What follows belongs to an exercise in optimizing a design on an open flow for small area and a short achievable clock period; a production flow would make more cautious choices. In this exercise RTL edits were held to simulation tests only and were not proved equivalent to the original. Power and IR drop assume default switching activity.

File: flow/constraint.sdc
create_clock -name core_clock -period 5.5 [get_ports {clk}]
set_input_delay 1.1000 -clock core_clock [delete_from_list [all_inputs] [get_ports {clk}]]
set_output_delay 1.1000 -clock core_clock [all_outputs]
set_load 0.01 [all_outputs]
File: flow/standard.sh
#!/bin/bash
# synth_recipe.tcl (not shown) runs the flow's synth.tcl, then flattens the netlist and writes it again
# the make line also repeats each setting of config.mk as NAME=value (left out here)
make -C /OpenROAD-flow-scripts/flow DESIGN_CONFIG=/design/flow/config.mk WORK_HOME=/design/flow/orfs CLKGATE_MAP_FILE= SYNTH_SCRIPT=/design/flow/synth_recipe.tcl "${@:-finish}"
File: flow/flow/run.sh
#!/bin/bash
# Own layout flow: the standard ORFS flow (standard.sh, unchanged synthesis),
# with a plain buffer on every port instead of the delay cells buffer_ports
# picks by default, and a clock tree with fewer, smaller buffers.
set -euo pipefail
export BUFFER_PORTS_ARGS="-buffer_cell ${OWN_PORT_BUF:-sky130_fd_sc_hd__buf_2}"
export CTS_ARGS="-sink_clustering_enable -repair_clock_nets -sink_clustering_size ${OWN_CTS_SIZE:-30} -sink_clustering_max_diameter ${OWN_CTS_DIAM:-80} -buf_list ${OWN_CTS_BUF:-sky130_fd_sc_hd__clkbuf_8} -dont_use_dummy_load"
bash standard.sh > standard_flow.log 2>&1
File: flow/design.v
module sigmoid8_pla #(
    parameter WIDTH = 16,
    parameter SLICES = 8,
    parameter FP = 12
) (
    input wire clk,
    input wire rst,
    input wire signed [WIDTH - 1:0] x,
    output wire [WIDTH - 1:0] y
);
    localparam [64*13-1:0] TTAB = {13'd1181, 13'd1181, 13'd1181, 13'd1181, 13'd313, 13'd314, 13'd546, 13'd546, 13'd177, 13'd177, 13'd180, 13'd177, 13'd97, 13'd97, 13'd97, 13'd97, 13'd8189, 13'd8190, 13'd34, 13'd34, 13'd11, 13'd11, 13'd8191, 13'd11, 13'd0, 13'd0, 13'd0, 13'd0, 13'd0, 13'd0, 13'd0, 13'd0, 13'd4096, 13'd4096, 13'd4096, 13'd4096, 13'd4096, 13'd4096, 13'd4084, 13'd4096, 13'd4060, 13'd4060, 13'd4060, 13'd4060, 13'd4036, 13'd4037, 13'd3999, 13'd3999, 13'd3900, 13'd3900, 13'd3903, 13'd3900, 13'd3518, 13'd3518, 13'd3518, 13'd3518, 13'd3148, 13'd3149, 13'd2915, 13'd2915, 13'd2048, 13'd2048, 13'd2048, 13'd2048};
    reg [15:0] x_reg;
    always @(posedge clk) x_reg <= x;
    wire [9:0] r3lo = {1'b0, x_reg[8:0]} + {1'b0, x_reg[7:0], 1'b0};
    wire [4:0] r3hi = {2'b0, x_reg[11:9]} + {1'b0, x_reg[11:8]};
    reg [11:0] r_reg;
    reg [8:1] r3l_reg;
    reg [13:9] r3h_reg;
    reg        r3c_reg;
    reg [4:0]  q_reg;
    reg        z_reg;
    always @(posedge clk) begin
        r_reg   <= x_reg[11:0];
        r3l_reg <= r3lo[8:1];
        r3h_reg <= r3hi;
        r3c_reg <= r3lo[9];
        q_reg   <= x_reg[15:11];
        z_reg   <= ~|x_reg[10:0];
    end
    wire [13:0] r3 = {r3h_reg + {{(4){1'b0}}, r3c_reg}, r3l_reg, r_reg[0]};
    reg s23, s99, s369, s867;
    always @(*) begin
        s23 = 1'b0; s99 = 1'b0; s369 = 1'b0; s867 = 1'b0;
        case (q_reg)
            5'd20, 5'd21, 5'd22, 5'd9, 5'd10, 5'd11: s23 = 1'b1;
            5'd23, 5'd24, 5'd25, 5'd6, 5'd7, 5'd8: s99 = 1'b1;
            5'd26, 5'd27, 5'd28, 5'd3, 5'd4, 5'd5: s369 = 1'b1;
            5'd29, 5'd30, 5'd31, 5'd0, 5'd1, 5'd2: s867 = 1'b1;
            default: ;
        endcase
    end
    wire [12:0] tt = TTAB[{q_reg, z_reg}*13 +: 13];
    wire [11:0] nr = ~r_reg;
    wire [22:0] ta = ({23{s23}}  & {6'd0, r3, 3'd0}) |
                     ({23{s99}}  & {4'd0, r3, 5'd0}) |
                     ({23{s369}} & {2'd0, r3, 7'd0}) |
                     ({23{s867}} & {1'd0, r3, 8'd0}) |
                     {18'd0, s369, 3'b0, s23};
    wire [22:0] tb = ({23{s23}}  & {11'd0, nr}) |
                     ({23{s369}} & {7'd0, nr, 4'd0}) |
                     ({23{s867}} & {4'd0, r3, 5'd0});
    wire [22:0] tc = ({23{s99 | s867}} & {9'd0, r3}) |
                     ({23{s369}} & {11'd0, r_reg});
    wire [24:0] s1 = {2'b0, ta ^ tb ^ tc};
    wire [24:0] c1 = {1'b0, (ta & tb) | (ta & tc) | (tb & tc), 1'b0};
    wire [8:0] lo = {1'b0, s1[7:0]} + {1'b0, c1[7:0]};
    wire [16:0] u1 = s1[24:8];
    wire [16:0] u2 = c1[24:8];
    wire [16:0] u3 = {tt, {(4){1'b0}}};
    wire [16:0] us = u1 ^ u2 ^ u3;
    wire [16:0] uc = {(u1[15:0] & u2[15:0]) | (u1[15:0] & u3[15:0]) | (u2[15:0] & u3[15:0]), 1'b0};
    reg [16:0] hs_reg;
    reg [16:1] hc_reg;
    reg         lc_reg;
    always @(posedge clk) begin
        hs_reg <= us;
        hc_reg <= uc[16:1];
        lc_reg <= lo[8];
    end
    wire [16:0] ysum = hs_reg + {hc_reg, 1'b0} + {{(16){1'b0}}, lc_reg};
    reg [12:0] y_reg;
    always @(posedge clk or posedge rst) begin
        if (rst) y_reg <= 13'd0;
        else     y_reg <= ysum[16:4];
    end
    assign y = {3'b000, y_reg};
endmodule
File: flow/config.mk
export PLATFORM = sky130hd
export DESIGN_NAME = sigmoid8_pla
export DESIGN_NICKNAME = sigmoid8_pla
export VERILOG_FILES = /design/flow/design.v
export SDC_FILE = /design/flow/constraint.sdc
export NUM_CORES = 4
export LEC_CHECK = 0
export CAP_MARGIN = 20
export CORE_MARGIN = 2
export CORE_UTILIZATION = 65
export SETUP_SLACK_MARGIN = 3.0
export SLEW_MARGIN = 20
==> results of run 1 <==
-- per-stage QoR --
stage          instance area, um^2  instances  total power [mW]  hold slack, ns  utilization (%)
6_report                      5450        649              1.90           0.386             70.9
5_1_grt                       5450        649              2.04           0.400             70.9
4_1_cts                       5440        649              1.91           0.391             70.7
3_5_place_dp                  5310        640              1.57           0.378             69.1
3_3_place_gp                  5310        640              1.54           0.370             69.1
2_1_floorplan                 5150        535              1.39           0.329                -
-- cells in the mapped netlist (3+ instances only) --
library cell	n
nor3_1	5
a21oi_1	36
nor2b_1	7
and3_1	3
a22o_1	8
nand2b_1	9
fa_1	21
dfrtp_1	13
nand2_1	52
a41o_1	3
a31oi_1	4
a222oi_1	6
xor2_1	6
and2_1	6
o22ai_1	3
a2bb2oi_1	3
o21bai_1	3
o221ai_1	6
nor2_1	29
inv_1	34
ha_1	53
o21ai_0	25
xnor2_1	17
or2_2	5
a22oi_1	11
nand3_1	14
buf_4	3
a21o_1	11
dfxtp_1	83
o21a_1	3
clkbuf_1	20
-- layer usage --
layer,track usage (%),wire (um)
met3,3.91,579
met5,0,0
met4,8.09,91
met2,39.4,4650
met1,32.3,4390
-- power by group through the flow --
stage	Combinational, mW	Sequential (mW)	Clock, mW
floorplan	0.463	0.926	0
detailed placement	0.627	0.942	0
CTS	0.631	0.927	0.351
finish	0.628	0.928	0.341
global placement	0.597	0.942	0
global route	0.720	0.945	0.378
-- worst max-delay path by stage --
stage / startpoint / to / slack (ns) / depth (start not counted)
after CTS: s23 / lc_reg / 3.02 / 8
final: s99 / lc_reg / 3.02 / 9
after global placement: s369 / lc_reg / 2.78 / 8
after detailed placement: s369 / lc_reg / 2.68 / 8
after floorplan: r3h_reg[9] / hs_reg[5] / 3.30 / 7
after global routing: s99 / lc_reg / 2.89 / 9
-- cell type report --
| class | count | area (um^2) |
|---|---|---|
| clock buffers | 9 | 124 |
| fillers | 634 | 2240 |
| inverters | 34 | 128 |
| multi-input cells | 378 | 2920 |
| flip-flops and latches | 96 | 1990 |
| well taps | 102 | 128 |
| repair buffers | 30 | 150 |
-- repair_timing --
action / 4_1_cts / 5_1_grt
gates resized for setup: 3 / 3
setup buffers: 0 / 0
endpoints found under the setup margin: 10 / 6
-- logic make-up after synthesis --
group	synth area share, %
buffers and inverters	4.84
XOR/XNOR	3.92
AND/OR/NAND/NOR	12.7
adder cells (fa/ha/maj)	21.1
multiplexers	0.219
other	0.0729
AO/OA/AOI/OAI	18.6
flip-flops	38.6
==> impl_metrics.csv, run 1 <==
group,metric,value,unit
pwr,pwr-share-seq,48.9,%
worst_setup_path,slowest_delay,0.49,ns
grt,grt_max_degree,37,
placement,port_buffers,30,
worst_setup_path,reg2reg_from,"s99",
routing,vias,3806,
clocking,htreeDepth,3,
layout,antennaDiodeCount,0,
worst_hold_path,min_to,"r_reg[0]",
worst_setup_path,crit_fanout,16,
routing,drt-total-wl,9710,um
routing,drt_iter0_drc,432,
placement,gp_congestion,0.911,
clocking,root_buffer,"clkbuf_8",
die,initial_core_util,66.9,%
worst_setup_path,worstReg2RegEnd,"lc_reg",
layout,final_cell_mix,"79 x dfxtp_1, 53 x ha_1, 52 x nand2_1, 36 x a21oi_1, 34 x inv_1",
synthesis,yosys-top-cells-area,"dfxtp_1 32%, ha_1 13%, fa_1 8.2%, dfrtp_1 6.3%, nand2_1 3.8%",
worst_setup_path,cp_num_buf_inv,0,
job,drv_cap,0,
worst_setup_path,slowest_stage,"or2_2",
worst_setup_path,cp_top_family,"compound AO/OA/AOI/OAI gates",
timing,setup_viol_count_final,0,
pwr,p_leak,2.63,nW
synthesis,yosys_warnings,1,
grt,grt_usage,24.0,%
routing,drc_errors,0,
pwr,p_per_area,348,mW/mm^2
worst_setup_path,setup.worst_path.start_class,"register",
synthesis,syn_inst,533,
synthesis,yosysTopAreaCell,"dfxtp_1",
clocking,clkSinkCount,96,
timing,hold_viol_final,0,
clocking,numCtsBuffers,9,
pwr,p_comb_share,33.1,%
routing,routed_via_density,5.86,
timing,fin_tns_setup,0,ns
timing,grt_setup_unrepaired,"true",
timing,clock.fmax,403,MHz
routing,ant_nets,0,
clocking,clk_pin_slew_worst_paths,0.09,ns
routing,first_pass_iters,7,
worst_hold_path,worstHoldStart,"x_reg[0]",
worst_setup_path,critPathKind,"reg2reg",
worst_setup_path,crit_path_frequent_cell,"ha_1",
synthesis,synth-edff-count,0,
die,top_level_ports,34,
clocking,clock_tree.buffer_depth,2,
synthesis,yosysUniqueCellTypes,56,
worst_setup_path,cp-end-kind,"register",
synthesis,yosysTopAreaCellShare,32.3,%
placement,pre_cts_ws,2.68,ns
clocking,clk_latency,0.35,ns
die,die_h,93.0,um
timing,period_minus_slack,2.48,ns
worst_setup_path,cp.required,5.74,ns
timing,tightestPinTransition,0.761,ns
synthesis,ys_ff_latch,96,
timing,slew_headroom,49.2,%
layout,syn2layout_area_growth,5.89,%
pwr,switchingPower,0.626,mW
worst_setup_path,ff2ff_path_depth,9,
synthesis,mappedNetlistArea,0.00514,mm^2
grt,grt_pass1_wl,16500,um
pwr,p_clk_share,18.0,%
worst_setup_path,reg2reg_setup_slack,3.02,ns
status,status,"complete, no violations",
synthesis,ys.flop_type,"dfxtp_1",
pwr,p_sw_share,33.0,%
clocking,ctsHoldBuffers,0,
layout,nets,641,
die,core,0.00769,mm^2
die,die_area,0.00864,mm^2
worst_setup_path,crit_path_cell_trace,"or2_2 -> a22o_1 -> ha_1 -> ha_1 -> a41o_1 -> a21oi_1 -> o21ai_1 -> nand3_1 -> nand2_1",
layout,layout_commonest_cell,"dfxtp_1",
timing,timing.final.crit_share,45.1,%
synthesis,async_reset_ff_share,13.5,%
grt,antenna_found_initial,0,
worst_hold_path,hold_depth,0,
layout,largest_reg_flops,17,
synthesis,syn_area_per_cell,9.65,um^2
die,num_rows,32,
layout,drive_gt1_share,10.2,%
grt,grt.overflow.total,0,
clocking,cts_tree,"built",
pwr,peakVddDrop,0.175,mV
worst_hold_path,hold_path_class,"reg2reg",
synthesis,ys_seq_area_share,38.6,%
grt,grt_pass1_vias,3545,
timing,slew_violations,0,
timing,layout_setup_ws,3.02,ns
pwr,p_int,1.27,mW
timing,skew,0.0239,ns
placement,dpl.hpwl,7550,um
worst_setup_path,cp.arrival,2.72,ns
routing,post_drt_wl_per_cell,15.0,um
die,die_x,93.0,um
==> inputs of run 2 (changes only) <==
--- a/flow/config.mk
+++ b/flow/config.mk
@@ -9,4 +9,4 @@
 export CORE_MARGIN = 2
 export CORE_UTILIZATION = 65
-export SETUP_SLACK_MARGIN = 3.0
+export SETUP_SLACK_MARGIN = 3.15
 export SLEW_MARGIN = 20
==> run 2 against run 1 <==
Still clean. Design area is 2.2% higher. Clock skew hardly changed. Cell count is 1.1% higher. Via count is 2.0% higher.
==> impl_metrics.csv, run 2 <==
group,metric,value,unit
status,status,"complete, no violations",
synthesis,yosys_warnings,1,
synthesis,yosys-top-cells-count,"83 x dfxtp_1, 53 x ha_1, 52 x nand2_1",
clocking,clkSinkCount,96,
worst_setup_path,setup.worst_path.start_class,"register",
timing,clock.fmax,439,MHz
layout,layout_commonest_cell,"dfxtp_1",
timing,setup_viol_count_final,0,
layout,nets,648,
placement,gp_congestion,0.911,
layout,stdcell_count,656,
routing,first_pass_iters,6,
die,num_rows,32,
die,die_area,0.00864,mm^2
routing,drt-total-wl,9970,um
worst_setup_path,reg2reg_from,"s867",
worst_setup_path,crit_fanout,21,
layout,drive_gt1_share,13.4,%
placement,place_inst,640,
timing,tightestPinTransition,0.639,ns
synthesis,yosysTopAreaCellShare,32.3,%
layout,final_cell_mix,"73 x dfxtp_1, 52 x nand2_1, 51 x ha_1, 36 x a21oi_1, 32 x inv_1",
die,initial_core_util,66.9,%
worst_setup_path,endpoint,"lc_reg",
clocking,clk_pin_slew_worst_paths,0.09,ns
clocking,cts_tree,"built",
worst_setup_path,critPathKind,"reg2reg",
synthesis,ys_ff_latch,96,
synthesis,synth_mux_area_share,0.219,%
layout,antennaDiodeCount,0,
synthesis,yosys-top-cells-area,"dfxtp_1 32%, ha_1 13%, fa_1 8.2%, dfrtp_1 6.3%, nand2_1 3.8%",
timing,grt_setup_unrepaired,"true",
timing,timing.final.crit_share,41.5,%
synthesis,synthXorXnorAreaFrac,3.92,%
worst_setup_path,cp-end-kind,"register",
pwr,p_per_area,344,mW/mm^2
worst_setup_path,cp.arrival,2.52,ns
worst_setup_path,startpoint,"s867",
synthesis,ys_seq_area_share,38.6,%
synthesis,synth-compound-area-share,18.6,%
synthesis,yosysTopAreaCell,"dfxtp_1",
clocking,numCtsBuffers,9,
pwr,peakVddDrop,0.180,mV
synthesis,mappedNetlistArea,0.00514,mm^2
clocking,clk_latency,0.35,ns
routing,routed_via_density,5.92,
placement,dpl.hpwl,7550,um
grt,grt_pass1_vias,3541,
grt,grt_usage,24.0,%
grt,grt.overflow.total,0,
worst_hold_path,hold_path_class,"reg2reg",
synthesis,synth.most_common_cell,"dfxtp_1",
die,die_x,93.0,um
clocking,htreeDepth,3,
worst_setup_path,ff2ff_path_depth,9,
worst_setup_path,worstReg2RegEnd,"lc_reg",
routing,ant_nets,0,
synthesis,synth-edff-count,0,
worst_setup_path,reg2reg_setup_slack,3.22,ns
routing,drt_iter0_drc,442,
placement,port_buffers,30,
synthesis,synthSimpleGateAreaFrac,12.7,%
synthesis,syn_inst,533,
timing,slew_violations,0,
grt,grt_max_degree,37,
timing,hold_viol_final,0,
timing,slew_headroom,57.3,%
pwr,p_leak,2.66,nW
timing,skew,0.0240,ns
clocking,root_buffer,"clkbuf_8",
grt,grt_pass1_wl,16500,um
clocking,clock_tree.buffer_depth,2,
routing,vias,3883,
synthesis,syn_area_per_cell,9.65,um^2
die,top_level_ports,34,
die,die_h,93.0,um
clocking,ctsHoldBuffers,0,
routing,drc_errors,0,
layout,syn2layout_area_growth,8.17,%
timing,period_minus_slack,2.28,ns
synthesis,synth_top_family_by_area,"adder cells",
timing,fin_tns_setup,0,ns
worst_setup_path,cp.required,5.74,ns
synthesis,yosysUniqueCellTypes,56,
layout,largest_reg_flops,17,
synthesis,async_reset_ff_share,13.5,%
job,drv_cap,0,
synthesis,ys.flop_type,"dfxtp_1",
synthesis,synthAdderAreaFrac,21.1,%
grt,antenna_found_initial,0,
routing,post_drt_wl_per_cell,15.2,um
die,core,0.00769,mm^2
run 2: how the worst min path moves through the flow:
stage | startpoint | endpoint | slack [ns] | cells past startpoint
after floorplan | x_reg[13] | q_reg[2] | 0.33 | 0
after global placement | x_reg[0] | r_reg[0] | 0.37 | 0
after detailed placement | x_reg[0] | r_reg[0] | 0.38 | 0
after CTS | x_reg[0] | r_reg[0] | 0.39 | 0
after global routing | x_reg[0] | r_reg[0] | 0.40 | 0
final | x_reg[0] | r_reg[0] | 0.39 | 0
run 2: cell type report:
cell class	count	area [um^2]
Multi-Input combinational cell	378	2970
Fill cell	618	2120
Sequential cell	96	2000
Timing Repair Buffer	37	209
Inverter	34	135
Tap cell	102	128
Clock buffer	9	124
run 2: cell families after synthesis:
family | after synthesis
flip-flops | 96
other | 1
XOR/XNOR | 23
buffers and inverters | 61
AO/OA/AOI/OAI | 139
multiplexers | 1
AND/OR/NAND/NOR | 138
adder cells (fa/ha/maj) | 74
run 2: per-layer routing:
metal  part of all wire [%]  vias to the layer above  global-route usage [%]
li1                       -                     1907                       -
met1                     45                     1811                    32.3
met2                     48                      149                    39.4
met3                    5.0                       16                    3.91
met4                    1.3                        0                    8.09
met5                      0                        -                       0
run 2: critical path, stage by stage (launching register included):
cell	delay, ns
dfxtp_2	0.44
or2_4	0.34
a22o_1	0.23
ha_1	0.28
ha_1	0.27
a41o_1	0.25
a21oi_1	0.16
o21ai_1	0.08
nand3_1	0.08
nand2_1	0.04
run 2: through the flow:
step	instance area (um^2)	hold WS (ns)	setup slack, ns	utilization, %	total power [mW]
global route	5570	0.400	3.08	72.4	2.06
CTS	5460	0.391	3.02	71.0	1.91
finish	5570	0.386	3.22	72.4	1.91
detailed placement	5310	0.378	2.68	69.1	1.57
global placement	5310	0.370	2.78	69.1	1.54
floorplan	5150	0.329	3.30	-	1.39
run 2: timing repair:
action                     in CTS  in global routing
gates resized for setup         6                 15
setup endpoints to repair      17                 12
pin swaps                       0                  3
buffers inserted                0                  7
run 2: where the power goes:
| group | switching [mW] | internal, mW | total, mW |
|---|---|---|---|
| clock | 0.192 | 0.147 | 0.339 |
| combinational | 0.349 | 0.297 | 0.646 |
| sequential | 0.0907 | 0.840 | 0.930 |
==> inputs of run 3 (changes only) <==
--- a/flow/config.mk
+++ b/flow/config.mk
@@ -9,4 +9,4 @@
 export CORE_MARGIN = 2
 export CORE_UTILIZATION = 65
-export SETUP_SLACK_MARGIN = 3.15
+export SETUP_SLACK_MARGIN = 3.4
 export SLEW_MARGIN = 20
==> run 3 against run 2 <==
Die area is the same. First-iteration DRC count increased by 27%. Clock-buffer cell count stayed put. Critical path depth fell by 2. Non-clock buffer count is 16 higher. Synthesized area stayed put. Cell count rose by 2.7%. Fmax up 2.8%. Combinational power is 7.9% higher. Via count grew 4.2%. Clock skew increased by 0.0042 ns. Critical path type unchanged. Critical endpoint is now hs_reg[9]. Largest power group unchanged.
==> impl_metrics.csv, run 3 <==
group,metric,value,unit
worst_hold_path,min_to,"r_reg[0]",
worst_setup_path,ff2ff_path_depth,7,
timing,tightestPinTransition,0.530,ns
placement,placed_area,0.00533,mm^2
worst_setup_path,reg2reg_setup_slack,3.28,ns
layout,largest_reg_flops,17,
synthesis,yosysUniqueCellTypes,56,
die,die_area,0.00864,mm^2
die,num_rows,32,
layout,fillers,548,
routing,drt-total-wl,10600,um
layout,layout_commonest_cell,"dfxtp_1",
worst_hold_path,worstHoldStart,"x_reg[0]",
die,die_h,93.0,um
die,core,0.00769,mm^2
routing,routed_via_density,6.00,
clocking,numCtsBuffers,9,
clocking,cts_tree,"built",
placement,gp_congestion,0.913,
pwr,p_per_area,337,mW/mm^2
routing,drt_iter0_drc,560,
layout,utilization,76.0,%
die,die_x,93.0,um
synthesis,yosysTopAreaCellShare,32.3,%
layout,layout.area.seq,0.00202,mm^2
worst_setup_path,setup.worst_path.start_class,"register",
timing,fin_tns_setup,0,ns
synthesis,yosys_warnings,1,
pwr,total_power,1.97,mW
pwr,p_clk_share,17.4,%
layout,stdcell_count,674,
grt,grt.overflow.total,0,
clocking,clk_latency,0.35,ns
placement,place_inst,640,
routing,first_pass_iters,6,
synthesis,yosysTopAreaCell,"dfxtp_1",
pwr,p_sw_share,33.4,%
grt,antenna_found_initial,0,
grt,grt_usage,24.7,%
synthesis,ys.flop_type,"dfxtp_1",
layout,final_cell_area,0.00584,mm^2
layout,antennaDiodeCount,0,
timing,setup_viol_count_final,0,
placement,dpl.hpwl,7420,um
worst_hold_path,hold_path_class,"reg2reg",
layout,final_cell_mix,"72 x dfxtp_1, 50 x nand2_1, 48 x ha_1, 35 x a21oi_1",
clocking,clock_tree.buffer_depth,2,
synthesis,yosys-top-cells-area,"dfxtp_1 32%, ha_1 13%, fa_1 8.2%, dfrtp_1 6.3%, nand2_1 3.8%",
worst_setup_path,cp-end-kind,"register",
worst_setup_path,cp.arrival,2.44,ns
routing,post_drt_wl_per_cell,15.7,um
timing,clock.fmax,451,MHz
placement,port_buffers,30,
timing,hold_viol_final,0,
job,drv_cap,0,
layout,nets,666,
worst_setup_path,worstReg2RegEnd,"hs_reg[9]",
worst_setup_path,reg2reg_from,"r3h_reg[9]",
die,top_level_ports,34,
synthesis,synth-edff-count,0,
status,status,"complete, no violations",
timing,grt_setup_unrepaired,"true",
routing,drc_errors,0,
clocking,clk_pin_slew_worst_paths,0.08,ns
worst_setup_path,critPathKind,"reg2reg",
synthesis,mappedNetlistArea,0.00514,mm^2
synthesis,async_reset_ff_share,13.5,%
timing,slew_violations,0,
worst_setup_path,crit_fanout,5,
layout,multi_input_area,0.00310,mm^2
synthesis,syn_area_per_cell,9.65,um^2
pwr,peakVddDrop,0.228,mV
timing,period_minus_slack,2.22,ns
synthesis,syn_inst,533,
synthesis,synth.most_common_cell,"dfxtp_1",
pwr,switchingPower,0.658,mW
worst_setup_path,cp.required,5.72,ns
layout,syn2layout_area_growth,13.5,%
timing,skew,0.0281,ns
grt,grt_pass1_vias,3707,
timing,timing.final.crit_share,40.3,%
timing,slew_headroom,64.7,%
synthesis,yosys-top-cells-count,"83 x dfxtp_1, 53 x ha_1, 52 x nand2_1",
routing,vias,4046,
pwr,p_int,1.31,mW
synthesis,ys_ff_latch,96,
pwr,p_comb_share,35.4,%
clocking,htreeDepth,3,
grt,grt_pass1_wl,17000,um
die,initial_core_util,66.9,%
layout,drive_gt1_share,19.4,%
clocking,clkSinkCount,96,
worst_hold_path,hold_depth,0,
pwr,pwr-share-seq,47.2,%
synthesis,ys_seq_area_share,38.6,%
grt,grt_max_degree,37,
clocking,root_buffer,"clkbuf_8",
pwr,p_leak,2.76,nW
routing,ant_nets,0,
[run 3: cell counts after synthesis]
Identical to the previous run, type by type.
[run 3: kinds of logic (layout without fill, tap and decap cells)]
kind of cell             after synthesis  after routing  synth area share, %
AO/OA/AOI/OAI                        139            139                 18.6
XOR/XNOR                              23             23                 3.92
adder cells (fa/ha/maj)               74             74                 21.1
buffers and inverters                 61             97                 4.84
flip-flops                            96             96                 38.6
multiplexers                           1              1                0.219
other                                  1              3               0.0729
AND/OR/NAND/NOR                      138            139                 12.7
[run 3: worst max-delay path by stage]
stage	startpoint	to	slack [ns]	cells after the start
4_1_cts	r3c_reg	hs_reg[5]	3.27	8
6_report	r3h_reg[9]	hs_reg[9]	3.28	7
3_3_place_gp	s369	lc_reg	2.75	8
5_1_grt	r3h_reg[9]	hs_reg[9]	3.24	7
2_1_floorplan	r3h_reg[9]	hs_reg[5]	3.38	7
3_5_place_dp	s369	lc_reg	2.72	8
[run 3: cell type report]
| class | instances | area share, % |
|---|---|---|
| flip-flops and latches | 96 | 34.5 |
| repair buffers | 53 | 5.74 |
| repair inverters | 1 | 0.0857 |
| inverters | 34 | 2.31 |
| well taps | 102 | 2.19 |
| multi-input cells | 379 | 53.0 |
| clock buffers | 9 | 2.12 |
[run 3: timing repair]
action	CTS	global route
resized for setup	19	27
endpoints found under the setup margin	25	20
pin swaps	13	22
cloned	0	2
hold buffers	0	0
buffers inserted	3	20
[run 3: layer usage]
layer,part of all wire [%],track usage (%)
met5,0,0
met1,43,34.4
met4,1.4,8.09
met2,48,39.7
met3,7.0,3.66
[run 3: critical path, stage by stage (launching register included)]
cell and delay (ns):
dfxtp_2 0.33, ha_4 0.16, ha_4 0.24, buf_4 0.14
a222oi_1 0.33, inv_1 0.11, ha_1 0.33, fa_1 0.45
[run 3: power groups by stage]
stage	registers, mW	clock network [mW]	logic, mW
2_1_floorplan	0.927	0	0.469
3_3_place_gp	0.942	0	0.600
3_5_place_dp	0.944	0	0.626
4_1_cts	0.931	0.354	0.641
5_1_grt	0.945	0.380	0.788
6_report	0.930	0.342	0.697
[run 3: per-stage QoR]
stage / hold slack [ns] / worst slack (ns)
finish: 0.377 / 3.28
detailed placement: 0.368 / 2.72
global placement: 0.365 / 2.75
CTS: 0.380 / 3.27
floorplan: 0.329 / 3.38
global route: 0.392 / 3.24
==> inputs of run 4 (changes only) <==
--- a/flow/config.mk
+++ b/flow/config.mk
@@ -8,5 +8,5 @@
 export CAP_MARGIN = 20
 export CORE_MARGIN = 2
-export CORE_UTILIZATION = 65
+export CORE_UTILIZATION = 58
 export SETUP_SLACK_MARGIN = 3.4
 export SLEW_MARGIN = 20
==> run 4 against run 3 <==
Clock skew shrank 0.00089 ns. Highest routed layer unchanged. Via count is 3.7% lower. Sequential power hardly changed. First-iteration DRC count shrank 20%. Setup slack gained 0.028 ns.
==> impl_metrics.csv, run 4 <==
group,metric,value,unit
die,die_h,98.2,um
synthesis,yosys_warnings,1,
layout,nets,666,
layout,final_cell_area,0.00589,mm^2
timing,grt_setup_unrepaired,"true",
clocking,cts_tree,"built",
clocking,htreeDepth,3,
layout,layout.area.seq,0.00202,mm^2
clocking,clk_pin_slew_worst_paths,0.09,ns
worst_setup_path,crit_fanout,4,
layout,drive_gt1_share,20.8,%
layout,utilization,67.9,%
die,top_level_ports,34,
routing,ant_nets,0,
die,die_x,98.2,um
job,drv_cap,0,
layout,final_cell_mix,"72 x dfxtp_1, 50 x nand2_1, 46 x ha_1, 32 x a21oi_1, 30 x buf_2",
synthesis,yosysTopAreaCellShare,32.3,%
clocking,numCtsBuffers,9,
worst_setup_path,slowest_stage,"fa_2",
synthesis,ys.flop_type,"dfxtp_1",
status,status,"complete, no violations",
timing,setup_viol_count_final,0,
pwr,total_power,1.97,mW
placement,port_buffers,30,
grt,antenna_found_initial,0,
layout,fillers,687,
synthesis,yosysUniqueCellTypes,56,
clocking,clkSinkCount,96,
layout,stdcell_count,680,
synthesis,syn_area_per_cell,9.65,um^2
placement,pre_cts_ws,2.67,ns
die,initial_core_util,59.3,%
layout,antennaDiodeCount,0,
routing,post_drt_wl_per_cell,14.8,um
synthesis,yosys-top-cells-area,"dfxtp_1 32%, ha_1 13%, fa_1 8.2%, dfrtp_1 6.3%, nand2_1 3.8%",
timing,period_minus_slack,2.19,ns
routing,routed_via_density,5.73,
timing,skew,0.0273,ns
layout,syn2layout_area_growth,14.6,%
synthesis,async_reset_ff_share,13.5,%
timing,layout_setup_ws,3.31,ns
worst_setup_path,crit_path_cell_trace,"ha_4 -> ha_4 -> buf_6 -> a222oi_1 -> inv_1 -> ha_4 -> fa_2",
timing,hold_slack,0.384,ns
routing,drt-total-wl,10100,um
pwr,p_per_area,334,mW/mm^2
clocking,clock_tree.buffer_depth,2,
timing,slew_violations,0,
routing,drc_errors,0,
worst_setup_path,crit_path_frequent_cell,"ha_4",
worst_hold_path,hold_path_class,"reg2reg",
synthesis,yosys-top-cells-count,"83 x dfxtp_1, 53 x ha_1, 52 x nand2_1",
layout,largest_reg_flops,17,
synthesis,synth-edff-count,0,
pwr,peakVddDrop,0.146,mV
synthesis,ys_seq_area_share,38.6,%
die,die_area,0.00964,mm^2
timing,clock.fmax,457,MHz
grt,grt_pass1_wl,17100,um
placement,gp_congestion,0.916,
clocking,clk_latency,0.35,ns
worst_setup_path,critPathKind,"reg2reg",
routing,first_pass_iters,8,
worst_setup_path,cp-end-kind,"register",
layout,layout_commonest_cell,"dfxtp_1",
worst_setup_path,cp.required,5.78,ns
pwr,p_leak,2.76,nW
die,num_rows,34,
synthesis,yosysTopAreaCell,"dfxtp_1",
placement,placed_area,0.00534,mm^2
clocking,ctsHoldBuffers,0,
worst_setup_path,setup.worst_path.start_class,"register",
worst_setup_path,cp.arrival,2.47,ns
timing,hold_viol_final,0,
grt,grt.overflow.total,0,
routing,drt_iter0_drc,449,
synthesis,mappedNetlistArea,0.00514,mm^2
grt,grt_pass1_vias,3613,
placement,place_inst,646,
timing,timing.final.crit_share,39.8,%
synthesis,synth.most_common_cell,"dfxtp_1",
worst_setup_path,slowest_delay,0.52,ns
timing,fin_tns_setup,0,ns
die,core,0.00868,mm^2
layout,multi_input_area,0.00313,mm^2
grt,grt_usage,21.7,%
synthesis,syn_inst,533,
routing,vias,3898,
grt,grt_max_degree,37,
synthesis,ys_ff_latch,96,
placement,dpl.hpwl,7180,um
clocking,root_buffer,"clkbuf_8",
run 4: kinds of logic (layout without fill, tap and decap cells):
kind of cell | after synthesis | in the layout | share of synthesized area, %
DFF | 96 | 96 | 38.6
muxes | 1 | 1 | 0.219
xor gates and xnor gates | 23 | 23 | 3.92
other | 1 | 3 | 0.0729
and+or+nand+nor | 138 | 138 | 12.7
buffers and inverters | 61 | 98 | 4.84
adders and majority gates | 74 | 74 | 21.1
AOI/OAI and AO/OA | 139 | 139 | 18.6
run 4: final timing paths:
check / from / to / slack, ns / cells after the start
max in group asynchronous: rst / y_reg[3] / 4.42 / 2
hold / removal: x_reg[0] / r_reg[0] / 0.38 / 0
min in group asynchronous: rst / y_reg[10] / 0.74 / 2
hold reg to reg: x_reg[0] / r_reg[0] / 0.38 / 0
setup reg to reg: r3h_reg[9] / hs_reg[9] / 3.31 / 7
setup / recovery: r3h_reg[9] / hs_reg[9] / 3.31 / 7
run 4: final cells by class:
class                   count  area share [%]
clock buffers               9            2.10
multi-input cells         378            53.1
flip-flops and latches     96            34.2
inverters                  34            2.29
well taps                 108            2.29
repair buffers             55            5.96
run 4: what timing repair did:
action,CTS,global route
hold endpoints to repair,0,0
resized for setup,28,29
buffers inserted,10,15
endpoints found under the setup margin,23,19
pin swaps,17,19
run 4: where the power goes:
group          switching (mW)  leakage (nW)  internal, mW
Clock                   0.197        0.0647         0.147
Sequential             0.0895         0.855         0.838
Combinational           0.366          1.84         0.331
Total                   0.652          2.76          1.32
run 4: per-layer routing:
layer,routed length (um),vias up,share of wire [%],GRT usage (%)
met4,129,0,1.3,6.74
met5,0,-,0,0
met2,4690,162,47,33.9
met1,4670,1782,46,31.4
li1,-,1940,-,-
met3,599,14,5.9,3.36
run 4: critical path, delay by kind of cell, from the launching register on:
| family | cells | cell delay (ns) |
|---|---|---|
| adders and majority gates | 4 | 1.19 |
| DFF | 1 | 0.34 |
| AOI/OAI and AO/OA | 1 | 0.34 |
| buffers and inverters | 2 | 0.26 |
==> inputs of run 5 (changes only) <==
--- a/flow/config.mk
+++ b/flow/config.mk
@@ -9,4 +9,4 @@
 export CORE_MARGIN = 2
 export CORE_UTILIZATION = 58
-export SETUP_SLACK_MARGIN = 3.4
+export SETUP_SLACK_MARGIN = 3.3
 export SLEW_MARGIN = 20
==> run 5 against run 4 <==
Still clean. Sequential power rose by 0.4%. Via count decreased by 0.95%. Non-clock buffer count shrank 11. Highest routed layer unchanged.
==> impl_metrics.csv, run 5 <==
group,metric,value,unit
synthesis,synth-edff-count,0,
grt,grt.overflow.total,0,
status,status,"complete, no violations",
timing,timing.final.crit_share,39.0,%
layout,layout.area.seq,0.00202,mm^2
layout,final_cell_area,0.00570,mm^2
synthesis,ys.flop_type,"dfxtp_1",
timing,grt_setup_unrepaired,"true",
clocking,cts_tree,"built",
worst_setup_path,critPathKind,"reg2reg",
routing,post_drt_wl_per_cell,15.3,um
placement,dpl.hpwl,7430,um
worst_setup_path,cp-end-kind,"register",
synthesis,ys_ff_latch,96,
clocking,clkSinkCount,96,
die,die_h,98.2,um
clocking,numCtsBuffers,9,
worst_setup_path,crit_fanout,15,
synthesis,synth.most_common_cell,"dfxtp_1",
worst_setup_path,cp.required,5.72,ns
clocking,clk_latency,0.36,ns
synthesis,syn_inst,533,
pwr,peakVddDrop,0.136,mV
worst_hold_path,min_to,"r_reg[8]",
worst_setup_path,ff2ff_path_depth,6,
routing,drt-total-wl,10200,um
clocking,clk_pin_slew_worst_paths,0.10,ns
grt,grt_pass1_wl,16500,um
grt,grt_usage,21.2,%
worst_hold_path,worstHoldStart,"x_reg[8]",
layout,syn2layout_area_growth,10.8,%
die,initial_core_util,59.3,%
synthesis,async_reset_ff_share,13.5,%
die,top_level_ports,34,
synthesis,yosys_warnings,1,
synthesis,mappedNetlistArea,0.00514,mm^2
routing,drc_errors,0,
worst_setup_path,reg2reg_setup_slack,3.35,ns
clocking,root_buffer,"clkbuf_8",
grt,grt_max_degree,37,
clocking,htreeDepth,3,
routing,first_pass_iters,7,
layout,antennaDiodeCount,0,
timing,setup_viol_count_final,0,
synthesis,yosysTopAreaCell,"dfxtp_1",
timing,fin_tns_setup,0,ns
clocking,clock_tree.buffer_depth,2,
routing,vias,3861,
pwr,p_per_area,340,mW/mm^2
pwr,p_leak,2.70,nW
grt,grt_pass1_vias,3461,
worst_setup_path,reg2reg_from,"s369",
timing,hold_slack,0.378,ns
layout,layout_commonest_cell,"dfxtp_1",
routing,ant_nets,0,
timing,skew,0.0276,ns
timing,hold_viol_final,0,
placement,gp_congestion,0.878,
worst_setup_path,worstReg2RegEnd,"hs_reg[7]",
timing,clock.fmax,466,MHz
die,core,0.00868,mm^2
routing,drt_iter0_drc,328,
synthesis,ys_seq_area_share,38.6,%
synthesis,yosys-top-cells-count,"83 x dfxtp_1, 53 x ha_1, 52 x nand2_1",
grt,antenna_found_initial,0,
layout,fillers,715,
synthesis,yosysTopAreaCellShare,32.3,%
worst_hold_path,hold_path_class,"reg2reg",
worst_setup_path,cp.arrival,2.36,ns
worst_hold_path,hold_depth,0,
die,die_area,0.00964,mm^2
synthesis,yosys-top-cells-area,"dfxtp_1 32%, ha_1 13%, fa_1 8.2%, dfrtp_1 6.3%, nand2_1 3.8%",
die,num_rows,34,
layout,multi_input_area,0.00304,mm^2
placement,port_buffers,30,
layout,drive_gt1_share,16.4,%
die,die_x,98.2,um
timing,slew_violations,0,
layout,nets,656,
synthesis,syn_area_per_cell,9.65,um^2
layout,final_cell_mix,"72 x dfxtp_1, 51 x nand2_1, 49 x ha_1, 36 x a21oi_1, 31 x inv_1",
placement,placed_area,0.00533,mm^2
synthesis,yosysUniqueCellTypes,56,
job,drv_cap,0,
layout,largest_reg_flops,17,
routing,routed_via_density,5.76,
timing,period_minus_slack,2.15,ns
worst_setup_path,setup.worst_path.start_class,"register",
-- run 5: cell counts after synthesis --
No cell type changed its count.
-- run 5: kinds of logic (layout without fill, tap and decap cells) --
family	after synthesis	after routing	share of synthesized area (%)
xor gates and xnor gates	23	23	3.92
DFF	96	96	38.6
and+or+nand+nor	138	139	12.7
other	1	3	0.0729
buffers and inverters	61	87	4.84
AOI/OAI and AO/OA	139	139	18.6
adders and majority gates	74	74	21.1
muxes	1	1	0.219
-- run 5: layout make-up --
cell class,count,share of cell area (%)
flip-flops and latches,96,35.4
inverters,34,2.37
repair buffers,44,4.48
well taps,108,2.37
multi-input cells,379,53.3
clock buffers,9,2.17
-- run 5: how the worst max path moves through the flow --
stage,start,depth (start not counted),endpoint
4_1_cts,s23,8,lc_reg
2_1_floorplan,s867,10,lc_reg
3_5_place_dp,s369,8,lc_reg
5_1_grt,r3c_reg,8,hs_reg[5]
3_3_place_gp,s369,8,lc_reg
6_report,s369,6,hs_reg[7]
-- run 5: layer usage --
metal | part of all wire [%] | up-vias | track usage [%]
met5 | 0 | - | 0
met4 | 1.5 | 0 | 5.48
met3 | 6.9 | 20 | 3.72
met2 | 44 | 172 | 31.5
met1 | 48 | 1750 | 32.2
li1 | - | 1919 | -
-- run 5: what timing repair did --
| action | CTS | global route |
|---|---|---|
| endpoints found under the setup margin | 20 | 11 |
| gates resized for setup | 17 | 20 |
| pin swaps | 6 | 8 |
| setup buffers | 3 | 11 |
| cloned | 0 | 1 |
| hold buffers | 0 | 0 |
-- run 5: metrics by stage --
| stage | cells | total power [mW] | util, % | setup slack, ns |
|---|---|---|---|---|
| after floorplan | 535 | 1.39 | - | 3.31 |
| after global placement | 646 | 1.54 | 61.4 | 2.80 |
| after detailed placement | 646 | 1.56 | 61.4 | 2.75 |
| after CTS | 658 | 1.92 | 63.7 | 3.28 |
| after global routing | 670 | 2.08 | 65.7 | 3.22 |
| final | 670 | 1.94 | 65.7 | 3.35 |
-- run 5: critical path: stages (launching register included) --
cell        delay [ns]
dfxtp_4           0.46
clkinvlp_4        0.19
buf_4             0.17
buf_4             0.13
o21ai_0           0.33
ha_4              0.27
fa_1              0.46
-- run 5: where the power goes --
part	total (mW)	switching [mW]	internal [mW]	leakage, nW
Combinational	0.655	0.347	0.308	1.78
Sequential	0.932	0.0934	0.838	0.855
Clock	0.353	0.206	0.147	0.0647
==> inputs of run 6 (changes only) <==
--- a/flow/config.mk
+++ b/flow/config.mk
@@ -8,5 +8,5 @@
 export CAP_MARGIN = 20
 export CORE_MARGIN = 2
-export CORE_UTILIZATION = 58
+export CORE_UTILIZATION = 70
 export SETUP_SLACK_MARGIN = 3.3
 export SLEW_MARGIN = 20
==> run 6 against run 5 <==
Still clean. Design area grew 2.1%. Cell count grew 0.60%. Synthesized area unchanged. Sequential power barely moved. Clock-buffer cell count unchanged. Global-route usage is 4.3 points higher. Worst hold slack improved by 0.0039 ns. Sequential share of layout area decreased by 0.77 points. Via count increased by 5.2%. Critical path type unchanged. Critical endpoint is now hs_reg[5]. Largest cell class unchanged. Largest power group unchanged.
==> impl_metrics.csv, run 6 <==
group,metric,value,unit
worst_setup_path,cp_num_buf_inv,1,
timing,slew_headroom,63.2,%
timing,hold_viol_final,0,
worst_setup_path,cp.arrival,2.44,ns
clocking,htreeDepth,3,
timing,period_minus_slack,2.23,ns
routing,ant_nets,0,
synthesis,syn_area_per_cell,9.65,um^2
worst_setup_path,crit_fanout,3,
die,die_h,89.7,um
clocking,clock_tree.buffer_depth,2,
die,core,0.00718,mm^2
routing,drt_iter0_drc,494,
layout,fillers,452,
synthesis,synth-edff-count,0,
placement,dpl.hpwl,7370,um
worst_setup_path,crit_path_cell_trace,"ha_4 -> ha_4 -> nand3_4 -> xnor2_4 -> nand2_2 -> fa_1 -> inv_2 -> fa_1",
worst_hold_path,worstHoldStart,"x_reg[0]",
layout,final_cell_area,0.00582,mm^2
worst_setup_path,slowest_delay,0.55,ns
clocking,numCtsBuffers,9,
synthesis,synth_top_family_by_area,"adder cells",
synthesis,synth.most_common_cell,"dfxtp_1",
synthesis,yosys-top-cells-count,"83 x dfxtp_1, 53 x ha_1, 52 x nand2_1",
die,initial_core_util,71.7,%
synthesis,ys_ff_latch,96,
synthesis,ys.flop_type,"dfxtp_1",
worst_setup_path,cp.required,5.71,ns
grt,antenna_found_initial,0,
timing,clock.fmax,448,MHz
routing,drt-total-wl,10800,um
worst_hold_path,hold_path_class,"reg2reg",
routing,vias,4060,
die,die_area,0.00805,mm^2
synthesis,synthSimpleGateAreaFrac,12.7,%
grt,grt_usage,25.5,%
layout,antennaDiodeCount,0,
timing,grt_setup_unrepaired,"true",
clocking,cts_tree,"built",
clocking,clk_pin_slew_worst_paths,0.08,ns
layout,drive_gt1_share,19.0,%
synthesis,syn_inst,533,
die,num_rows,31,
job,drv_cap,0,
synthesis,yosysUniqueCellTypes,56,
layout,final_cell_mix,"72 x dfxtp_1, 51 x nand2_1, 48 x ha_1, 34 x a21oi_1, 32 x buf_2",
worst_setup_path,reg2reg_from,"r3c_reg",
routing,routed_via_density,6.02,
timing,fin_tns_setup,0,ns
die,die_x,89.7,um
timing,skew,0.0251,ns
grt,grt_max_degree,37,
pwr,p_per_area,338,mW/mm^2
worst_setup_path,critPathKind,"reg2reg",
worst_setup_path,setup.worst_path.start_class,"register",
synthesis,synth-compound-area-share,18.6,%
layout,syn2layout_area_growth,13.2,%
layout,largest_reg_flops,17,
layout,nets,669,
synthesis,yosysTopAreaCellShare,32.3,%
worst_setup_path,cp_top_family,"adder cells",
timing,tightestPinTransition,0.546,ns
grt,grt.overflow.total,0,
placement,port_buffers,30,
timing,setup_viol_count_final,0,
clocking,ctsHoldBuffers,0,
synthesis,synthAdderAreaFrac,21.1,%
worst_setup_path,slowest_stage,"fa_1",
routing,first_pass_iters,6,
worst_setup_path,cp-end-kind,"register",
synthesis,mappedNetlistArea,0.00514,mm^2
layout,layout_commonest_cell,"dfxtp_1",
clocking,root_buffer,"clkbuf_8",
grt,grt_pass1_vias,3758,
worst_setup_path,startpoint,"r3c_reg",
routing,drc_errors,0,
pwr,peakVddDrop,0.194,mV
synthesis,synth_mux_area_share,0.219,%
placement,placed_area,0.00532,mm^2
grt,grt_pass1_wl,16800,um
layout,utilization,81.1,%
timing,timing.final.crit_share,40.6,%
synthesis,synthXorXnorAreaFrac,3.92,%
synthesis,yosys-top-cells-area,"dfxtp_1 32%, ha_1 13%, fa_1 8.2%, dfrtp_1 6.3%, nand2_1 3.8%",
synthesis,yosysTopAreaCell,"dfxtp_1",
status,status,"complete, no violations",
routing,post_drt_wl_per_cell,16.1,um
placement,gp_congestion,0.920,
timing,slew_violations,0,
synthesis,yosys_warnings,1,
synthesis,async_reset_ff_share,13.5,%
die,top_level_ports,34,
clocking,clkSinkCount,96,
pwr,p_leak,2.77,nW
synthesis,ys_seq_area_share,38.6,%
clocking,clk_latency,0.35,ns
## run 6: cells by family after synthesis
kind of cell | count (synthesis)
other cells | 1
mux | 1
fa+ha+maj | 74
flops | 96
xor+xnor | 23
buf+inv | 61
compound gates | 139
simple gates | 138
## run 6: worst paths after layout
kind,end,slack (ns),depth (start not counted)
max in group asynchronous,y_reg[1],4.42,2
min in group asynchronous,y_reg[12],0.74,2
worst max register to register,hs_reg[5],3.27,8
worst max-delay path,hs_reg[5],3.27,8
worst min register to register,r_reg[0],0.38,0
worst min-delay path,r_reg[0],0.38,0
## run 6: per-stage QoR
stage / power [mW] / hold WS (ns) / worst slack (ns) / std cells
finish: 1.97 / 0.382 / 3.27 / 674
global route: 2.10 / 0.395 / 3.22 / 674
CTS: 1.93 / 0.385 / 3.26 / 653
detailed placement: 1.57 / 0.372 / 2.73 / 637
global placement: 1.54 / 0.368 / 2.76 / 637
floorplan: 1.39 / 0.329 / 3.31 / 535
## run 6: worst reg2reg max path: cells and delay by family (launching register included)
family        cells  cell delay [ns]
simple gates      2             0.19
buf+inv           1             0.04
flops             1             0.35
xor+xnor          1             0.21
fa+ha+maj         4             1.31
## run 6: layer usage
| metal | GRT usage [%] | wire [um] | vias to the layer above |
|---|---|---|---|
| met1 | 34.2 | 4610 | 1866 |
| met3 | 4.53 | 782 | 38 |
| li1 | - | - | 1957 |
| met4 | 8.08 | 331 | 0 |
| met2 | 42.5 | 5110 | 199 |
| met5 | 0 | 0 | - |
## run 6: layout make-up
cell class / count / area [um^2] / area share (%)
inverters: 34 / 135 / 2.32
flip-flops and latches: 96 / 2010 / 34.6
clock buffers: 9 / 124 / 2.13
well taps: 99 / 124 / 2.13
multi-input cells: 379 / 3060 / 52.5
repair buffers: 57 / 370 / 6.36
## run 6: repair_timing
action,in CTS,in global routing
buffers inserted,7,20
setup endpoints to repair,20,15
gates cloned,0,1
resized for setup,18,22
pin swaps,8,15
## run 6: where the power goes
part | internal [mW] | switching, mW | total [mW]
sequential | 0.839 | 0.0909 | 0.930
combinational | 0.324 | 0.372 | 0.696
clock | 0.147 | 0.198 | 0.345
total | 1.31 | 0.661 | 1.97
==> inputs of run 7 (changes only) <==
--- a/flow/config.mk
+++ b/flow/config.mk
@@ -8,5 +8,5 @@
 export CAP_MARGIN = 20
 export CORE_MARGIN = 2
-export CORE_UTILIZATION = 70
+export CORE_UTILIZATION = 45
 export SETUP_SLACK_MARGIN = 3.3
 export SLEW_MARGIN = 20
==> run 7 against run 6 <==
Non-clock buffer count fell by 6. Clock skew fell by 0.0050 ns. Wire length fell by 3.7%. Synthesized cell count did not move. Critical endpoint is now hs_reg[10]. Setup slack improved by 0.018 ns. First-iteration DRC count fell by 11%. Sequential share of layout area barely moved. Clock-buffer cell count did not move. Via count fell by 3.9%. Fmax rose by 0.82%. Cell count rose by 5.6%. Still clean.
==> impl_metrics.csv, run 7 <==
group,metric,value,unit
worst_hold_path,min_to,"r_reg[0]",
worst_setup_path,cp_num_buf_inv,1,
worst_setup_path,slowest_delay,0.44,ns
layout,largest_reg_flops,17,
die,top_level_ports,34,
grt,antenna_found_initial,0,
die,die_h,111,um
status,status,"complete, no violations",
worst_hold_path,hold_depth,0,
worst_setup_path,cp.arrival,2.45,ns
die,die_area,0.0123,mm^2
grt,grt_usage,16.5,%
worst_hold_path,hold_path_class,"reg2reg",
synthesis,synth.most_common_cell,"dfxtp_1",
worst_setup_path,setup.worst_path.start_class,"register",
worst_setup_path,startpoint,"r3h_reg[9]",
timing,timing.final.crit_share,40.3,%
routing,ant_nets,0,
layout,layout_commonest_cell,"dfxtp_1",
layout,nets,663,
worst_setup_path,reg2reg_setup_slack,3.29,ns
synthesis,syn_inst,533,
placement,gp_congestion,0.930,
placement,place_inst,681,
timing,grt_setup_unrepaired,"true",
routing,first_pass_iters,7,
clocking,htreeDepth,3,
timing,skew,0.0201,ns
worst_setup_path,critPathKind,"reg2reg",
worst_setup_path,crit_path_frequent_cell,"ha_4",
grt,grt_pass1_wl,16700,um
routing,drc_errors,0,
clocking,clkSinkCount,96,
clocking,clk_pin_slew_worst_paths,0.09,ns
die,num_rows,39,
die,core,0.0113,mm^2
pwr,p_per_area,334,mW/mm^2
worst_hold_path,worstHoldStart,"x_reg[0]",
job,drv_cap,0,
timing,setup_viol_count_final,0,
clocking,root_buffer,"clkbuf_8",
layout,antennaDiodeCount,0,
timing,hold_viol_final,0,
layout,final_cell_mix,"71 x dfxtp_1, 52 x nand2_1, 48 x ha_1, 35 x a21oi_1",
clocking,clk_latency,0.35,ns
timing,period_minus_slack,2.21,ns
worst_setup_path,crit_fanout,5,
timing,tightestPinTransition,0.535,ns
timing,clock.fmax,452,MHz
synthesis,yosys-top-cells-count,"83 x dfxtp_1, 53 x ha_1, 52 x nand2_1",
routing,vias,3900,
grt,grt.overflow.total,0,
synthesis,yosys_warnings,1,
placement,pre_cts_ws,2.71,ns
die,initial_core_util,45.6,%
pwr,total_power,1.95,mW
clocking,clock_tree.buffer_depth,2,
worst_setup_path,cp-end-kind,"register",
timing,layout_setup_ws,3.29,ns
pwr,p_leak,2.74,nW
die,die_x,111,um
layout,stdcell_count,712,
worst_setup_path,reg2reg_from,"r3h_reg[9]",
pwr,peakVddDrop,0.223,mV
clocking,ctsHoldBuffers,0,
routing,drt-total-wl,10400,um
layout,syn2layout_area_growth,13.3,%
placement,port_buffers,30,
synthesis,syn_area_per_cell,9.65,um^2
synthesis,yosysTopAreaCellShare,32.3,%
synthesis,mappedNetlistArea,0.00514,mm^2
worst_setup_path,cp.required,5.74,ns
timing,slew_violations,0,
synthesis,yosysTopAreaCell,"dfxtp_1",
synthesis,ys_seq_area_share,38.6,%
synthesis,yosysUniqueCellTypes,56,
routing,routed_via_density,5.48,
grt,grt_pass1_vias,3488,
layout,drive_gt1_share,18.1,%
synthesis,yosys-top-cells-area,"dfxtp_1 32%, ha_1 13%, fa_1 8.2%, dfrtp_1 6.3%, nand2_1 3.8%",
timing,fin_tns_setup,0,ns
worst_setup_path,slowest_stage,"fa_1",
synthesis,async_reset_ff_share,13.5,%
routing,drt_iter0_drc,438,
synthesis,ys.flop_type,"dfxtp_1",
synthesis,synth-edff-count,0,
synthesis,ys_ff_latch,96,
worst_setup_path,crit_path_cell_trace,"ha_4 -> ha_4 -> xor2_4 -> a222oi_1 -> inv_1 -> ha_4 -> fa_1",
grt,grt_max_degree,37,
placement,dpl.hpwl,7380,um
worst_setup_path,cp_top_family,"adder cells",
clocking,numCtsBuffers,9,
clocking,cts_tree,"built",
timing,slew_headroom,64.3,%
worst_setup_path,worstReg2RegEnd,"hs_reg[10]",
routing,post_drt_wl_per_cell,14.6,um
worst_setup_path,ff2ff_path_depth,7,
==> run 7: cell counts after synthesis <==
Identical to the previous run, type by type.
==> run 7: per-layer routing <==
| metal | track usage (%) | routed length, um |
|---|---|---|
| met5 | 0 | 0 |
| met4 | 6.08 | 155 |
| met3 | 2.79 | 644 |
| met2 | 26.2 | 4930 |
| met1 | 22.9 | 4690 |
==> run 7: through the flow <==
stage | area (um^2) | hold slack [ns] | util (%)
floorplan | 5160 | 0.329 | -
global placement | 5370 | 0.368 | 47.7
detailed placement | 5370 | 0.366 | 47.7
CTS | 5560 | 0.379 | 49.4
global route | 5830 | 0.394 | 51.7
finish | 5830 | 0.377 | 51.7
==> run 7: worst max path at each step <==
stage	end	slack (ns)	cells past startpoint
final	hs_reg[10]	3.29	7
after global routing	hs_reg[10]	3.24	8
after CTS	lc_reg	3.24	9
after detailed placement	lc_reg	2.71	8
after global placement	lc_reg	2.78	8
after floorplan	lc_reg	3.31	10
==> run 7: kinds of logic after synthesis <==
kind of cell / count (synthesis) / synth area share, %
DFF: 96 / 38.6
AOI/OAI and AO/OA: 139 / 18.6
and+or+nand+nor: 138 / 12.7
muxes: 1 / 0.219
other: 1 / 0.0729
buffers and inverters: 61 / 4.84
xor gates and xnor gates: 23 / 3.92
adders and majority gates: 74 / 21.1
==> run 7: report_power, final <==
| part | leakage, nW | switching, mW | total [mW] | internal [mW] |
|---|---|---|---|---|
| clock | 0.0647 | 0.198 | 0.344 | 0.147 |
| sequential | 0.855 | 0.0911 | 0.930 | 0.839 |
| combinational | 1.82 | 0.359 | 0.675 | 0.316 |
==> run 7: area by class of cell <==
| type | instances | area, um^2 |
|---|---|---|
| Fill cell | 1011 | 5440 |
| Inverter | 34 | 135 |
| Timing Repair Buffer | 51 | 305 |
| Multi-Input combinational cell | 378 | 3060 |
| Clock buffer | 9 | 124 |
| Timing Repair inverter | 1 | 7.51 |
| Sequential cell | 96 | 2010 |
| Tap cell | 143 | 179 |
==> run 7: timing repair <==
action	in CTS	in global routing
cloned	0	1
gates resized for setup	16	25
pin swaps	9	14
setup endpoints to repair	21	17
setup buffers	2	19
==> inputs of run 8 (changes only) <==
--- a/flow/config.mk
+++ b/flow/config.mk
@@ -8,5 +8,5 @@
 export CAP_MARGIN = 20
 export CORE_MARGIN = 2
-export CORE_UTILIZATION = 45
+export CORE_UTILIZATION = 50
 export SETUP_SLACK_MARGIN = 3.3
 export SLEW_MARGIN = 20
==> run 8 against run 7 <==
Wire length fell by 3.7%. Critical path depth rose by 1. Sequential share of layout area rose by 0.58 points.
==> impl_metrics.csv, run 8 <==
group,metric,value,unit
layout,layout_commonest_cell,"dfxtp_1",
layout,antennaDiodeCount,0,
layout,multi_input_area,0.00302,mm^2
timing,fin_tns_setup,0,ns
worst_setup_path,cp-end-kind,"register",
pwr,p_leak,2.71,nW
worst_setup_path,setup.worst_path.start_class,"register",
layout,drive_gt1_share,16.3,%
synthesis,ys_seq_area_share,38.6,%
synthesis,syn_area_per_cell,9.65,um^2
placement,place_inst,674,
worst_setup_path,reg2reg_setup_slack,3.32,ns
placement,dpl.hpwl,7360,um
layout,fillers,943,
worst_setup_path,cp.required,5.71,ns
synthesis,yosysUniqueCellTypes,56,
grt,grt_pass1_vias,3495,
timing,slew_headroom,66.2,%
die,num_rows,37,
synthesis,yosysTopAreaCellShare,32.3,%
placement,port_buffers,30,
worst_hold_path,hold_depth,0,
timing,tightestPinTransition,0.501,ns
clocking,cts_tree,"built",
die,die_area,0.0111,mm^2
worst_hold_path,min_to,"r_reg[0]",
clocking,numCtsBuffers,9,
clocking,clock_tree.buffer_depth,2,
routing,drc_errors,0,
grt,grt.overflow.total,0,
layout,final_cell_mix,"71 x dfxtp_1, 51 x nand2_1, 49 x ha_1, 35 x a21oi_1, 32 x inv_1",
layout,nets,658,
die,die_h,105,um
grt,grt_pass1_wl,16700,um
timing,hold_viol_final,0,
synthesis,yosys_warnings,1,
timing,setup_viol_count_final,0,
worst_setup_path,crit_fanout,5,
worst_setup_path,reg2reg_from,"r3h_reg[9]",
worst_hold_path,hold_path_class,"reg2reg",
routing,first_pass_iters,5,
placement,pre_cts_ws,2.74,ns
clocking,clk_pin_slew_worst_paths,0.08,ns
status,status,"complete, no violations",
timing,period_minus_slack,2.18,ns
pwr,peakVddDrop,0.152,mV
timing,layout_setup_ws,3.32,ns
synthesis,mappedNetlistArea,0.00514,mm^2
layout,largest_reg_flops,17,
synthesis,synth.most_common_cell,"dfxtp_1",
routing,drt_iter0_drc,462,
timing,grt_setup_unrepaired,"true",
synthesis,async_reset_ff_share,13.5,%
layout,layout.area.seq,0.00201,mm^2
synthesis,syn_inst,533,
clocking,root_buffer,"clkbuf_8",
clocking,clk_latency,0.36,ns
synthesis,yosysTopAreaCell,"dfxtp_1",
clocking,ctsHoldBuffers,0,
pwr,p_per_area,336,mW/mm^2
routing,vias,3806,
routing,routed_via_density,5.44,
die,die_x,105,um
timing,skew,0.0338,ns
job,drv_cap,0,
worst_setup_path,critPathKind,"reg2reg",
placement,gp_congestion,0.899,
grt,grt_max_degree,37,
synthesis,ys.flop_type,"dfxtp_1",
routing,drt-total-wl,10000,um
synthesis,ys_ff_latch,96,
grt,antenna_found_initial,0,
worst_hold_path,worstHoldStart,"x_reg[0]",
clocking,clkSinkCount,96,
synthesis,synth-edff-count,0,
synthesis,yosys-top-cells-count,"83 x dfxtp_1, 53 x ha_1, 52 x nand2_1",
clocking,htreeDepth,3,
layout,stdcell_count,700,
die,top_level_ports,34,
routing,post_drt_wl_per_cell,14.3,um
timing,slew_violations,0,
worst_setup_path,ff2ff_path_depth,8,
timing,timing.final.crit_share,39.7,%
die,initial_core_util,50.7,%
grt,grt_usage,18.5,%
worst_setup_path,cp.arrival,2.39,ns
routing,ant_nets,0,
synthesis,yosys-top-cells-area,"dfxtp_1 32%, ha_1 13%, fa_1 8.2%, dfrtp_1 6.3%, nand2_1 3.8%",
die,core,0.0101,mm^2
timing,clock.fmax,458,MHz
layout,syn2layout_area_growth,11.4,%
layout,utilization,56.5,%
worst_setup_path,worstReg2RegEnd,"hs_reg[5]",
==> run 8: cell counts after synthesis <==
Identical to the previous run, type by type.
==> run 8: logic make-up (layout without fill, tap and decap cells) <==
kind of cell               count (synthesis)  count (layout)  share of synthesized area, %
adders and majority gates                 74              74                          21.1
AOI/OAI and AO/OA                        139             139                          18.6
other                                      1               3                        0.0729
buffers and inverters                     61              90                          4.84
muxes                                      1               1                         0.219
DFF                                       96              96                          38.6
and+or+nand+nor                          138             138                          12.7
xor gates and xnor gates                  23              23                          3.92
==> run 8: per-stage QoR <==
stage	power, mW	cell area, um^2	hold slack (ns)
after floorplan	1.39	5160	0.329
after global placement	1.56	5360	0.369
after detailed placement	1.56	5360	0.373
after CTS	1.93	5600	0.385
after global routing	2.08	5730	0.389
final	1.93	5730	0.380
==> run 8: how the worst max path moves through the flow <==
stage / from / to / slack (ns) / cells after the start
final: r3h_reg[9] / hs_reg[5] / 3.32 / 8
after global routing: r3h_reg[9] / hs_reg[5] / 3.21 / 8
after CTS: s867 / lc_reg / 3.28 / 9
after detailed placement: s369 / lc_reg / 2.74 / 8
after global placement: s369 / lc_reg / 2.79 / 8
after floorplan: s867 / lc_reg / 3.31 / 10
==> run 8: power by group <==
group | total (mW) | internal (mW) | switching (mW) | leakage [nW]
registers | 0.927 | 0.839 | 0.0875 | 0.855
clock network | 0.344 | 0.147 | 0.197 | 0.0647
logic | 0.656 | 0.306 | 0.351 | 1.79
==> run 8: final cells by class <==
cell class	count	area share [%]
Inverter	34	2.36
Sequential cell	96	35.1
Tap cell	136	2.97
Timing Repair inverter	1	0.0873
Clock buffer	9	2.16
Multi-Input combinational cell	378	52.6
Timing Repair Buffer	46	4.67
==> run 8: routing by layer <==
metal | GRT usage (%) | share of wire, % | vias up
met3 | 2.16 | 4.4 | 13
met5 | 0 | 0 | -
li1 | - | - | 1935
met4 | 7.14 | 1.8 | 0
met1 | 25.3 | 47 | 1750
met2 | 30.1 | 47 | 108
==> run 8: critical path: stages, from the launching register on <==
cell and delay, ns:
dfxtp_2 0.35, ha_4 0.15, ha_4 0.14, nand3_4 0.10
xnor2_4 0.21, nand2_2 0.09, fa_1 0.53, inv_1 0.05
fa_1 0.43
==> run 8: repair_timing <==
item	in CTS	in global routing
cloned	0	1
gates resized for setup	23	10
setup buffers	5	11
endpoints found under the setup margin	20	12
pin swaps	5	11
==> inputs of run 9 (changes only) <==
--- a/flow/config.mk
+++ b/flow/config.mk
@@ -8,5 +8,5 @@
 export CAP_MARGIN = 20
 export CORE_MARGIN = 2
-export CORE_UTILIZATION = 50
+export CORE_UTILIZATION = 61
 export SETUP_SLACK_MARGIN = 3.3
 export SLEW_MARGIN = 20
==> run 9 against run 8 <==
Critical endpoint is now hs_reg[10]. Synthesized area unchanged. First-iteration DRC count is the same. Cell count down 6.3%. Largest cell class unchanged. Setup slack got worse by 0.050 ns. Critical path depth decreased by 1. Design area shrank 2.5%. Flip-flop and latch count unchanged. Sequential power is 0.5% higher. Global-route usage up 3.9 points. Worst hold slack gained 0.0087 ns. Clock skew fell by 0.0090 ns.
==> impl_metrics.csv, run 9 <==
group,metric,value,unit
status,status,"complete, no violations",
die,top_level_ports,34,
layout,nets,645,
synthesis,synthXorXnorAreaFrac,3.92,%
synthesis,ys_seq_area_share,38.6,%
synthesis,synth-compound-area-share,18.6,%
clocking,numCtsBuffers,9,
clocking,clk_latency,0.35,ns
timing,slew_violations,0,
placement,dpl.hpwl,7360,um
timing,hold_viol_final,0,
grt,grt_max_degree,37,
worst_setup_path,crit_path_frequent_cell,"ha_4",
die,num_rows,33,
die,die_area,0.00919,mm^2
worst_setup_path,cp.arrival,2.47,ns
layout,antennaDiodeCount,0,
worst_hold_path,hold_depth,0,
routing,drt_iter0_drc,462,
layout,final_cell_mix,"72 x dfxtp_1, 52 x nand2_1, 49 x ha_1, 36 x a21oi_1, 32 x inv_1",
die,die_h,95.8,um
synthesis,ys_ff_latch,96,
synthesis,yosysTopAreaCell,"dfxtp_1",
clocking,ctsHoldBuffers,0,
timing,clock.fmax,447,MHz
routing,vias,3836,
worst_setup_path,crit_fanout,5,
worst_setup_path,critPathKind,"reg2reg",
layout,fillers,695,
clocking,clock_tree.buffer_depth,2,
worst_setup_path,cp_num_buf_inv,1,
job,drv_cap,0,
worst_setup_path,crit_path_cell_trace,"ha_4 -> ha_4 -> xor2_1 -> a222oi_1 -> inv_1 -> ha_4 -> fa_1",
synthesis,yosys_warnings,1,
grt,grt_pass1_vias,3346,
worst_setup_path,slowest_stage,"fa_1",
pwr,peakVddDrop,0.154,mV
worst_setup_path,slowest_delay,0.46,ns
timing,hold_slack,0.389,ns
synthesis,mappedNetlistArea,0.00514,mm^2
layout,largest_reg_flops,17,
timing,grt_setup_unrepaired,"true",
die,initial_core_util,62.6,%
synthesis,yosys-top-cells-area,"dfxtp_1 32%, ha_1 13%, fa_1 8.2%, dfrtp_1 6.3%, nand2_1 3.8%",
synthesis,synthAdderAreaFrac,21.1,%
clocking,cts_tree,"built",
grt,antenna_found_initial,0,
grt,grt.overflow.total,0,
timing,skew,0.0248,ns
clocking,htreeDepth,3,
worst_setup_path,cp.required,5.74,ns
die,core,0.00822,mm^2
worst_setup_path,cp-end-kind,"register",
layout,stdcell_count,656,
layout,drive_gt1_share,13.8,%
routing,routed_via_density,5.85,
grt,grt_pass1_wl,15800,um
clocking,clk_pin_slew_worst_paths,0.09,ns
routing,drc_errors,0,
timing,period_minus_slack,2.24,ns
die,die_x,95.8,um
clocking,root_buffer,"clkbuf_8",
pwr,p_leak,2.65,nW
placement,place_inst,643,
worst_setup_path,cp_top_family,"adder cells",
pwr,p_per_area,344,mW/mm^2
placement,gp_congestion,0.937,
worst_setup_path,setup.worst_path.start_class,"register",
synthesis,synth_mux_area_share,0.219,%
synthesis,syn_area_per_cell,9.65,um^2
synthesis,yosysTopAreaCellShare,32.3,%
-- run 9: cell counts after synthesis --
No cell type changed its count.
-- run 9: layout make-up --
class	count	area, um^2	area share, %
clock buffers	9	124	2.22
inverters	34	135	2.42
multi-input cells	378	3010	53.8
flip-flops and latches	96	2010	36.0
well taps	105	131	2.35
repair buffers	34	180	3.22
-- run 9: repair_timing --
item                                    4_1_cts  5_1_grt
gates resized for setup                      19       10
pin swaps                                     5        9
endpoints found under the setup margin       20       13
cloned                                        0        0
buffers inserted                              0        4
-- run 9: kinds of logic (layout without fill, tap and decap cells) --
| logic type | count (synthesis) | count (layout) |
|---|---|---|
| adders and majority gates | 74 | 74 |
| DFF | 96 | 96 |
| xor gates and xnor gates | 23 | 23 |
| buffers and inverters | 61 | 77 |
| and+or+nand+nor | 138 | 138 |
| other | 1 | 3 |
| muxes | 1 | 1 |
| AOI/OAI and AO/OA | 139 | 139 |
-- run 9: final timing paths --
check | startpoint | to | slack [ns]
setup / recovery | r3c_reg | hs_reg[10] | 3.26
hold / removal | x_reg[9] | r_reg[9] | 0.39
setup reg to reg | r3c_reg | hs_reg[10] | 3.26
hold reg to reg | x_reg[9] | r_reg[9] | 0.39
max in group asynchronous | rst | y_reg[2] | 4.42
min in group asynchronous | rst | y_reg[10] | 0.73
-- run 9: stage by stage --
| step | worst slack, ns | power (mW) | area [um^2] |
|---|---|---|---|
| final | 3.26 | 1.92 | 5590 |
| after global routing | 3.19 | 2.07 | 5590 |
| after CTS | 3.26 | 1.93 | 5520 |
| after detailed placement | 2.74 | 1.56 | 5330 |
| after global placement | 2.79 | 1.54 | 5330 |
| after floorplan | 3.31 | 1.39 | 5160 |
-- run 9: metal layers --
metal / track usage [%] / vias up / wire, um / share of wire [%]
met5: 0 / - / 0 / 0
met1: 31.4 / 1786 / 4660 / 48
met4: 9.40 / 0 / 189 / 1.9
met3: 3.21 / 21 / 562 / 5.7
met2: 34.9 / 133 / 4390 / 45
li1: - / 1896 / - / -
-- run 9: power breakdown --
group | leakage [nW] | internal [mW] | switching (mW)
sequential | 0.854 | 0.839 | 0.0930
combinational | 1.73 | 0.295 | 0.346
clock | 0.0647 | 0.147 | 0.204
total | 2.65 | 1.28 | 0.643

Check on run 9: ideal ports give 3.265 ns setup slack; a clkbuf_16 on the clock port and buf_2 on the inputs give 3.265 ns; moving port delays by the midpoint clock arrival (0.373 ns) as well gives 3.265 ns.
